What follows belongs to an exercise in optimizing a design on an open flow for small area; a production flow would make more cautious choices. Only simulation tests tie the RTL to the original design; equivalence was not proved. Power and IR drop assume default switching activity.

`design.v`:
```
`timescale 1ns / 1ps
module lfsr(
    input clk_fpga,
	input reset,
	output [3:0] q
	);
	reg [5:0] shift;  
	wire xor_sum;	
	assign xor_sum = shift[1] ^ shift[4];  
	always @ (posedge clk_fpga) begin	   
	   if(reset)
	       shift <= 6'b111111;
	   else 
	       shift <= {xor_sum, shift[5:1]};  
	end
	assign q = shift[3:0];  
endmodule
`timescale 1ns / 1ps
module score_and_wickets(
    input clk_fpga,     
    input reset,    
    input delivery, 
    input teamSwitch,
    input [3:0] lfsr_out, 
    input gameOver,      
    output reg[7:0] runs,
    output reg [3:0] wickets,  
    output reg [11:0] team1Data,  
    output reg [11:0] team2Data  
    );      
    localparam single = 16;
    localparam double = 32;
    localparam triple = 48;
    localparam four = 64;
    localparam six = 96; 
    always @ (posedge clk_fpga, posedge reset) begin        
        if (reset)
            begin
            runs <= 0; 
            wickets <= 0;
            team1Data <= 0;
            team2Data <= 0;
            end       
        else if (gameOver)
            begin            
            runs <= runs; 
            wickets <= wickets;
            team1Data <= team1Data;
            team2Data <= team2Data;
            end
        else if(delivery)
            begin
            if((~teamSwitch) && (wickets < 10))  
                begin                
                case (lfsr_out)  
                    0,1,2:  team1Data <= team1Data;  
                    3,4,5,6:  team1Data <= team1Data + single;
                    7,8,9:    team1Data <= team1Data + double;                 
                    10:    team1Data <= team1Data + triple;  
                    11:    team1Data <= team1Data + four;   
                    12:  team1Data <= team1Data + six;   
                    13,14:  team1Data <= team1Data;    
                    15: team1Data <= team1Data + 1;    
                endcase
                runs <= team1Data[11:4];
                wickets <= team1Data[3:0];
                end
            else if((teamSwitch) && (wickets < 10))  
                begin
                case (lfsr_out)  
                    0,1,2:  team2Data <= team2Data;  
                    3,4,5,6:  team2Data <= team2Data + single; 
                    7,8,9:    team2Data <= team2Data + double;              
                    10:    team2Data <= team2Data + triple;   
                    11:    team2Data <= team2Data + four;  
                    12:  team2Data <= team2Data + six;   
                    13,14:  team2Data <= team2Data;              
                    15: team2Data <= team2Data + 1;    
                endcase
                runs <= team2Data[11:4];
                wickets <= team2Data[3:0];
                end
            end
        else     
            begin            
            case (teamSwitch)
            0:  begin
                runs <= team1Data[11:4];
                wickets <= team1Data[3:0];
                end 
            1: begin
               runs <= team2Data[11:4];
               wickets <= team2Data[3:0];
               end
            endcase
            end
    end 
endmodule
`timescale 1ns / 1ps
module score_comparator( 
    input clk_fpga, 
    input reset,
    input [11:0] team1Data,
    input [11:0] team2Data,
    input [6:0] team1Balls,
    input [6:0] team2Balls,
    input [3:0] wickets,
    input [15:0] balls,
    output reg inningOver,    
    output reg gameOver,
    output reg winnerLocked    
    );  
    always @ (posedge clk_fpga) begin                            
        if((wickets >= 10) || (balls >= 120))          
            inningOver  <= 1;  
        else
            inningOver <= 0;                 
    end            
    always @ (posedge clk_fpga, posedge reset) begin        
        if (reset)                
            gameOver <= 0;                         
        else if(((team1Data[3:0] >= 10) || (team1Balls >= 120)) && ((team2Data[3:0] >= 10) || (team2Balls >= 120)))               
            gameOver <= 1;              
        else               
            gameOver <= gameOver;               
    end 
    always @ (posedge clk_fpga) begin       
        if (~gameOver && ((team1Data[3:0] >= 10) || (team1Balls >= 120)) && ((team2Data[3:0] >= 10) || (team2Balls >= 120)))
            begin
            if (team1Data[11:4] > team2Data[11:4])  
                winnerLocked  <= 0;  
            else
                winnerLocked  <= 1;  
            end
    end 
endmodule
`timescale 1ns / 1ps
module slowClock_10Hz(
    input clk_fpga,  
    input reset,
    output reg clk_10Hz,  
    output tick     
    );    
    localparam clkdiv = 50_000 - 1;  
    reg [15:0] period_count;  
    assign tick = (period_count == clkdiv) & ~clk_10Hz;  
    always@(posedge clk_fpga, posedge reset) begin
        if (reset)
            begin
            period_count <= 0;
            clk_10Hz <= 0;
            end
        else       
        if (period_count == clkdiv) 
            begin
            period_count <= 0;
            clk_10Hz <= ~clk_10Hz;
            end
        else
            begin
            period_count <= period_count + 1'b1;
            clk_10Hz <= clk_10Hz;
            end
    end      
endmodule
`timescale 1ns / 1ps
module scroll_Leds(
    input clk_fpga,      
    input reset,
    output reg [15:0] led
    );  
    wire clk_10Hz;  
    wire tick_10Hz;  
    always @ (posedge clk_fpga, posedge reset) begin
        if (reset)
            led <= 16'h0000;
        else if (~tick_10Hz)
            led <= led;
        else if (led == 16'hffff)
            led <= 16'hfffe;  
        else
            led <= {led[14:0], 1'b1};  
    end
    slowClock_10Hz c0(clk_fpga, reset, clk_10Hz, tick_10Hz);  
endmodule
`timescale 1ns / 1ps
module led_controller(
    input clk_fpga,
    input reset,
    input teamSwitch,
    input delivery,
    input [3:0] lfsr_out,
    input inningOver,
    input gameOver,      
    output reg [15:0] leds,
    output reg [6:0] team1Balls,
    output reg [6:0] team2Balls   
    );    
    wire [15:0] scroll;  
    always @ (posedge clk_fpga, posedge reset) begin        
        if (reset)
            begin
            leds <= 0;
            team1Balls <= 0;
            team2Balls <= 0;
            end
        else if(gameOver)           
            leds <= scroll;  
        else if(delivery)
            begin                  
            if((teamSwitch == 0) && (inningOver == 0))  
                begin
                case (lfsr_out)  
                    13,14: team1Balls <= team1Balls ;  
                    default: team1Balls <= team1Balls + 1;    
                endcase
                leds <= team1Balls;
                end
            else if ((teamSwitch) && (inningOver == 0))    
                begin
                case (lfsr_out)  
                    13,14: team2Balls <= team2Balls ;  
                    default: team2Balls <= team2Balls + 1;    
                endcase
                leds <= team2Balls;
                end
            end
        else if(~teamSwitch)                       
            leds <= team1Balls;          
        else                       
            leds <= team2Balls;             
    end 
    scroll_Leds g5(clk_fpga, reset, scroll);                   
endmodule
`timescale 1ns / 1ps
module cricketGame(
    input clk_fpga,     
    input reset,    
    input delivery, 
    input teamSwitch,       
    output [7:0] runs,
    output [3:0] wickets, 
    output [15:0] leds, 
    output inningOver,    
    output gameOver,
    output winner  
    );
    wire [11:0] team1Data;  
    wire [11:0] team2Data;  
    wire [6:0] team1Balls;  
    wire [6:0] team2Balls;  
    wire [3:0] lfsr_out;  
    lfsr g1(clk_fpga, reset, lfsr_out);
    score_and_wickets g2(clk_fpga, reset, delivery, teamSwitch, lfsr_out, gameOver, runs, wickets, team1Data, team2Data);                
    score_comparator g3(clk_fpga, reset, team1Data, team2Data, team1Balls, team2Balls, wickets,leds, inningOver, gameOver, winner);
    led_controller g4(clk_fpga, reset, teamSwitch, delivery, lfsr_out, inningOver, gameOver, leds, team1Balls, team2Balls );  
endmodule
`timescale 1ns / 1ps
module debounce(	
	input clk,
	input reset,
	input button_press,
	output pulse_out);
	reg [11:0] count;
	reg new_press;
	reg stable;
	reg now_stable;
	always @(posedge clk, posedge reset) begin
		if (reset) begin
			count <= 0;
			new_press <= 0;
			stable <= 0;
		end
		else if (button_press == new_press) begin
			if (count == 4095)
				stable <= button_press;
			else
				count <= count + 1;
		end
		else begin
			count <= 0;
			new_press <= button_press;
		end
   end
   always @(posedge clk, posedge reset) begin
         if (reset)
            now_stable <= 0;
         else
            now_stable <= stable;
   end
   assign pulse_out = (now_stable == 0 & stable == 1);
endmodule
`timescale 1ns / 1ps
module binary_to_BCD(
    input [7:0] binaryRuns, 
    input [3:0] binaryWickets,  
    input inningOver,    
    input gameOver,
    input winner,          
    output reg [3:0] wickets, ones, tens, hundreds
    );        
    reg [7:0] data;   
    always@(binaryRuns,binaryWickets,inningOver, gameOver,winner) begin               
        data = binaryRuns;
        if(~gameOver)    
            begin  
            if(inningOver)                
                begin               
                hundreds <= 4'b1100;  
                tens <= 4'b1101;  
                ones <= 4'b0000;  
                wickets <= 4'b1110;  
                end                             
            else  
                begin
                data = binaryRuns;          
                hundreds <= data / 100;
                data = data % 100;
                tens <= data / 10;
                ones <= data % 10;                              
                wickets <= (binaryWickets % 10); 
                end  
             end          
        else    
            begin
            case (winner)  
            0:  begin    
                hundreds <= 4'b1111;
                tens <= 4'b0000;
                ones <= 4'b0001;
                wickets <= 4'b0000;
                end                                    
            1:  begin    
                hundreds <= 4'b1111;
                tens <= 4'b0000;
                ones <= 4'b0010;
                wickets <= 4'b0000;
                end                                               
            endcase
            end
    end
endmodule 
`timescale 1ns / 1ps
module slowClock_1kHz(
    input clk_fpga,  
    input reset,
    output reg clk_1kHz,  
    output tick     
    );    
    localparam clkdiv = 500 - 1;  
    reg [8:0] period_count;  
    assign tick = (period_count == clkdiv) & ~clk_1kHz;  
    always@(posedge clk_fpga, posedge reset)   begin
        if (reset)
            begin
            period_count <= 0;
            clk_1kHz <= 0;
            end
        else        
        if (period_count == clkdiv) 
            begin
            period_count <= 0;
            clk_1kHz <= ~clk_1kHz;
            end
        else
            begin
            period_count <= period_count + 1'b1;
            clk_1kHz <= clk_1kHz;
            end
        end      
endmodule
`timescale 1ns / 1ps
module two_bit_counter(
    input clk,   
    input reset,
    input en,    
    output reg [1:0] Q  
    );   
    always @(posedge clk, posedge reset) begin              
        if (reset)
            Q <= 2'b00;
        else if (en)
            Q <= Q + 1'b1; 
    end     
endmodule
`timescale 1ns / 1ps
module decoder2to4(
    input [1:0] en,
    output reg dp,
    output reg [3:0] an
    );    
    always@(en) begin     
        case (en)
            0:  begin
                an = 4'b1110;
                dp = 1'b1;                    
                end
            1:  begin
                an = 4'b1101;                     
                dp = 1'b0;  
                end 
            2:  begin
                an = 4'b1011;
                dp = 1'b1;                    
                end
            3:  begin
                an = 4'b0111;
                dp = 1'b1;                    
                end                
        endcase
    end
endmodule    
`timescale 1ns / 1ps
module mux4to1(
    input [1:0] sel,
    input [3:0] A,B,C,D,
    output [3:0] Y
    );
    assign Y = (sel==0)?A : (sel==1)?B : (sel==2)?C : D;
endmodule
`timescale 1ns / 1ps
module bcd7seg(
    input [3:0] y, 
    output reg [6:0] segs       
    );    
    always @ (y) begin  
        case (y)   
            0: segs = 7'b100_0000;  
            1: segs = 7'b111_1001;  
            2: segs = 7'b010_0100;  
            3: segs = 7'b011_0000;  
            4: segs = 7'b001_1001;  
            5: segs = 7'b001_0010;  
            6: segs = 7'b000_0010;  
            7: segs = 7'b111_1000;  
            8: segs = 7'b000_0000;  
            9: segs = 7'b001_0000;  
            10: segs = 7'b000_1000;  
            11: segs = 7'b000_0011;  
            12: segs = 7'b101_1111;  
            13: segs = 7'b100_1111;  
            14: segs = 7'b111_1101;  
            15: segs = 7'b000_0111;  
        endcase 
   end 
endmodule
`timescale 1ns / 1ps
module bcdDisplay(
    input clk_fpga,               
    input reset,                  
    input [7:0] binaryRuns,       
    input [3:0] binaryWickets,    
    input inningOver,             
    input gameOver,               
    input winner,                 
    output [3:0] an,              
    output dp,                    
    output [6:0] seg              
    ); 
    wire clk_1kHz;      
    wire tick_1kHz;     
    wire [3:0] mux_out;   
    wire [1:0] counter_out;   
    wire [3:0] wickets,ones,tens,hundreds;  
    binary_to_BCD b1(binaryRuns,binaryWickets, inningOver, gameOver,winner, wickets,ones,tens,hundreds);     
    slowClock_1kHz b2(clk_fpga, reset, clk_1kHz, tick_1kHz);   
    two_bit_counter b3(clk_fpga, reset, tick_1kHz, counter_out); 
    decoder2to4  b4(counter_out, dp, an);            
    mux4to1 b5(counter_out,wickets,ones,tens,hundreds,mux_out);     
    bcd7seg b6(mux_out,seg);    
endmodule
`timescale 1ns / 1ps
module Cricket(
    input clk_fpga,      
    input reset,         
    input btnU,          
    input sw,            
    output dp,           
    output [6:0] seg,    
    output [3:0] an,     
    output [15:0] led    
    );     
    wire delivery;   
    wire [7:0] binaryRuns;   
    wire [3:0] binaryWickets;  
    wire inningOver;  
    wire gameOver;   
    wire winner;     
    debounce d0(clk_fpga, reset, btnU, delivery);   
    cricketGame g0(clk_fpga, reset, delivery, sw, binaryRuns, binaryWickets, led, inningOver, gameOver, winner);       
    bcdDisplay b0(clk_fpga, reset, binaryRuns, binaryWickets, inningOver, gameOver, winner, an, dp, seg);    
endmodule
```
`config.mk`:
```
export PLATFORM = sky130hd
export DESIGN_NAME = Cricket
export DESIGN_NICKNAME = Cricket
export VERILOG_FILES = /design/flow/design.v
export SDC_FILE = /design/flow/constraint.sdc
export NUM_CORES = 4
export LEC_CHECK = 0
export CAP_MARGIN = 20
export CORE_MARGIN = 2
export CORE_UTILIZATION = 40
export SLEW_MARGIN = 20
```
`run.sh`:
```
#!/bin/bash
# synth_recipe.tcl (not shown) runs the flow's synth.tcl, then flattens the netlist and writes it again
# the make line also repeats each setting of config.mk as NAME=value (left out here)
make -C /OpenROAD-flow-scripts/flow DESIGN_CONFIG=/design/flow/config.mk WORK_HOME=/design/flow/orfs CLKGATE_MAP_FILE= SYNTH_SCRIPT=/design/flow/synth_recipe.tcl finish
```
`constraint.sdc`:
```
create_clock -name core_clock -period 12.0 [get_ports {clk_fpga}]
set_input_delay 2.4000 -clock core_clock [delete_from_list [all_inputs] [get_ports {clk_fpga}]]
set_output_delay 2.4000 -clock core_clock [all_outputs]
set_load 0.01 [all_outputs]
```
==> run notes <==
==> flip-flops by register name, indices dropped and copies added, names as in the netlist, 8 cells and up <==
register	count
g0.g2.runs	8
g0.g2.team1Data	12
g0.g4.g5.c0.period_count	16
g0.g4.g5.led	16
g0.g2.team2Data	12
d0.count	12
g0.g4.leds	16
b0.b2.period_count	9
==> metal layers <==
layer | routed length (um) | part of all wire | track usage
met3 | 647 | 0.032 | 0.0279
met2 | 9130 | 0.45 | 0.281
met1 | 10100 | 0.50 | 0.257
met4 | 231 | 0.011 | 0.0511
met5 | 0 | 0 | 0
==> cell families after synthesis <==
kind of cell,Yosys count,synth area share
DFF,135,0.379
muxes,46,0.0546
buffers and inverters,99,0.0463
xor gates and xnor gates,64,0.0634
AOI/OAI and AO/OA,238,0.187
adders and majority gates,45,0.0671
and+or+nand+nor,352,0.203
==> per-stage QoR <==
stage                     setup WS, ns  power [mW]  utilization  hold WS (ns)
final                             2.08        1.09        0.458         0.415
after global routing              1.41        1.13        0.458         0.438
after CTS                         2.17        1.11        0.458         0.415
after detailed placement          2.62       0.558        0.430         0.400
after global placement            2.86       0.557        0.429         0.392
after floorplan                   3.99       0.535            -         0.389
==> worst max-delay path, stage by stage, from the launching register on <==
cell             delay (ns)
dfrtp_1                0.56
o31ai_2                0.47
inv_2                  0.09
ha_1                   0.32
nand2b_1               0.19
o21ai_1                0.33
a21oi_1                0.14
xnor2_1                0.17
ha_1                   0.23
nand2b_1               0.15
ha_1                   0.29
a21o_1                 0.19
a22oi_1                0.86
o21ai_0                0.28
a221oi_2               0.53
a31oi_1                0.09
or4b_1                 0.52
and3_1                 0.24
inv_1                  0.16
ha_1                   0.25
nor2_1                 0.06
mux2_1                 0.27
mux2i_1                0.15
clkdlybuf4s50_1        0.56
==> power groups by stage <==
stage | Sequential [mW] | Clock (mW) | Combinational [mW]
global route | 0.471 | 0.574 | 0.0898
CTS | 0.470 | 0.556 | 0.0797
finish | 0.470 | 0.542 | 0.0790
floorplan | 0.476 | 0 | 0.0597
global placement | 0.478 | 0 | 0.0793
detailed placement | 0.478 | 0 | 0.0793
==> cells in the final DEF, fill, tap and decap left out, drive strengths merged, types with 13 or more instances in the layout <==
cell	Yosys	final
and3	13	13
nand3	40	40
nor2	96	96
nor3	30	30
mux2i	28	28
nand2	72	72
mux2	18	18
o21ai	56	56
clkdlybuf4s50	0	31
nand4	25	25
dfrtp	127	127
a21oi	59	59
xnor2	40	40
clkbuf	36	19
nor2b	18	18
o211ai	13	13
xor2	24	24
inv	48	52
ha	41	41
==> area by class of cell <==
cell class / instances / area share
clock buffer: 19 / 0.0445
clock inverter: 13 / 0.0170
multi-input combinational: 745 / 0.511
inverter: 48 / 0.0186
sequential: 135 / 0.336
tap: 280 / 0.0352
timing repair buffer: 40 / 0.0377
==> worst max-delay path by stage <==
stage / endpoint / cells after the start
floorplan: seg[4] / 25
global placement: seg[4] / 23
detailed placement: seg[4] / 23
CTS: seg[4] / 23
global route: seg[4] / 23
finish: seg[4] / 23
==> impl_metrics.env <==
export IMPL_run_status="no timing/DRC/antenna violations"
export IMPL_gp_congestion=0.846
export IMPL_critPathCaptureType="output pin"
export IMPL_die_y_um=153
export IMPL_drc_errors=0
export IMPL_path_clk_slew_ns=0.06
export IMPL_grt_ovfl_total=0
export IMPL_rrSetupSlack_ns=9.01
export IMPL_placed_cell_area_mm2=0.00935
export IMPL_syn_cell_area_mm2=0.00884
export IMPL_final_area_mm2=0.00996
export IMPL_grt_pass1_wl_um=35300
export IMPL_start_util=0.406
export IMPL_seq_power_share=0.431
export IMPL_required_ns=9.60
export IMPL_start_kind="register"
export IMPL_min_path_type="register to register"
export IMPL_path_max_fanout=15
export IMPL_synth_nets=1028
export IMPL_yosysTopAreaCell="dfrtp_1"
export IMPL_p_int_mw=0.827
export IMPL_syn_avg_cell_area_um2=9.03
export IMPL_cts_resized_gates=0
export IMPL_synth_cell_types=92
export IMPL_multiInputGateArea_mm2=0.00509
export IMPL_rr_endpoint="g0.g2.team2Data[11]$_DFFE_PP0P_"
export IMPL_htree_num_levels=4
export IMPL_num_antenna_cells=0
export IMPL_antenna_found_initial=0
export IMPL_dp_cells=1248
export IMPL_vias=7162
export IMPL_switching_share=0.242
export IMPL_worstHoldStart="g0.g1.shift[5]$_SDFF_PP1_"
export IMPL_clk_latency_ns=0.42
export IMPL_period_minus_slack_ns=9.92
export IMPL_p_leak_nw=4.35
export IMPL_initialDrtViolationCount=506
export IMPL_setup_viol=0
export IMPL_yosys_warnings=12
export IMPL_cts_buffer_depth=2
export IMPL_fp_dieW_um=153
export IMPL_synth_top_flop_cell="dfrtp_1"
export IMPL_via_per_inst=5.60
export IMPL_finClkSkew_ns=0.00707
export IMPL_path_class="register to output pin"
export IMPL_slew_headroom=0.271
export IMPL_port_buffers=31
export IMPL_rsz0062_at_grt="false"
export IMPL_dr_pass1_iters=5
export IMPL_power_switching_mw=0.264
export IMPL_antenna_left=0
export IMPL_grt_max_degree=76
export IMPL_fin_nets=1036
export IMPL_drive_gt1_frac=0.0950
export IMPL_post_cts_buffers=0
export IMPL_reg2regPathDepth=9
export IMPL_synth_edf_count=1
export IMPL_synth_most_common_cell="dfrtp_1"
export IMPL_wl_per_cell_um=15.7
export IMPL_synth_ff_latch_count=135
export IMPL_fp_dieArea_mm2=0.0233
export IMPL_cts_buffers=17
export IMPL_timing_rr_start="g0.g1.shift[1]$_SDFF_PP1_"
export IMPL_root_buffer="clkbuf_16"
export IMPL_fin_cells=1280
export IMPL_synth_common_cells="127 x dfrtp_1, 96 x nor2_1, 72 x nand2_1"
export IMPL_crit_arrival_ns=7.52
export IMPL_regArea_mm2=0.00335
export IMPL_ir_drop_mv=0.0985
export IMPL_whs_path_depth=1
export IMPL_finalCritPeriodShare=0.826
export IMPL_combPwrFrac=0.072
export IMPL_worst_pin_slew_ns=1.09
export IMPL_ys_seq_area_frac=0.379
export IMPL_grt_pass1_vias=6983
export IMPL_wl_um=20100
export IMPL_ys_async_sr_fraction=0.941
export IMPL_power_density_cell_area_mw_per_mm2=110
export IMPL_whs_endpoint="g0.g1.shift[4]$_SDFF_PP1_"
export IMPL_clkPwrFrac=0.497
export IMPL_setup_tns_ns=0
export IMPL_synth_top_area_frac=0.359
export IMPL_max_cap_violations=0
export IMPL_area_delta_synth_final_pct=12.6
export IMPL_cts_hold_fix_buffers=0
export IMPL_clock_sinks=135
export IMPL_cts_tree="yes"
export IMPL_rows=54
export IMPL_nFillCells=2128
export IMPL_syn_inst=979
export IMPL_ioPinCount=32
export IMPL_slew_viol_final=0
export IMPL_dp_hpwl_um=14100
export IMPL_startpoint="g0.g2.runs[3]$_DFFE_PP0P_"
export IMPL_fmax_mhz=101
export IMPL_finalHoldViolations=0
export IMPL_synth_area_leaders="dfrtp_1 36%, ha_1 5.8%, nor2_1 4.1%"
export IMPL_grt_total_usage=0.179
export IMPL_core_mm2=0.0218

[what the ideal ports hide]
Ports are ideal in the flow. The routed layout listed here was re-timed in OpenROAD.
Step 1: set_driving_cell puts a clkbuf_16 on clk_fpga and a buf_2 on each other input, an assumption about the parent block.
Step 2 also shifts input and output timing later by t, the mid clock arrival at the registers, as if the neighbouring blocks saw the same clock.
Three values: no drivers, after step 1, after step 2; two values: the first two.
t, ns: 0.461
setup WS [ns]: 2.083 / 2.040 / 2.501
worst setup path after step 2: register to output
After both steps this run still meets setup and hold. The setup slack of this run moves by -0.043 ns with the drivers and by +0.418 ns with both steps.
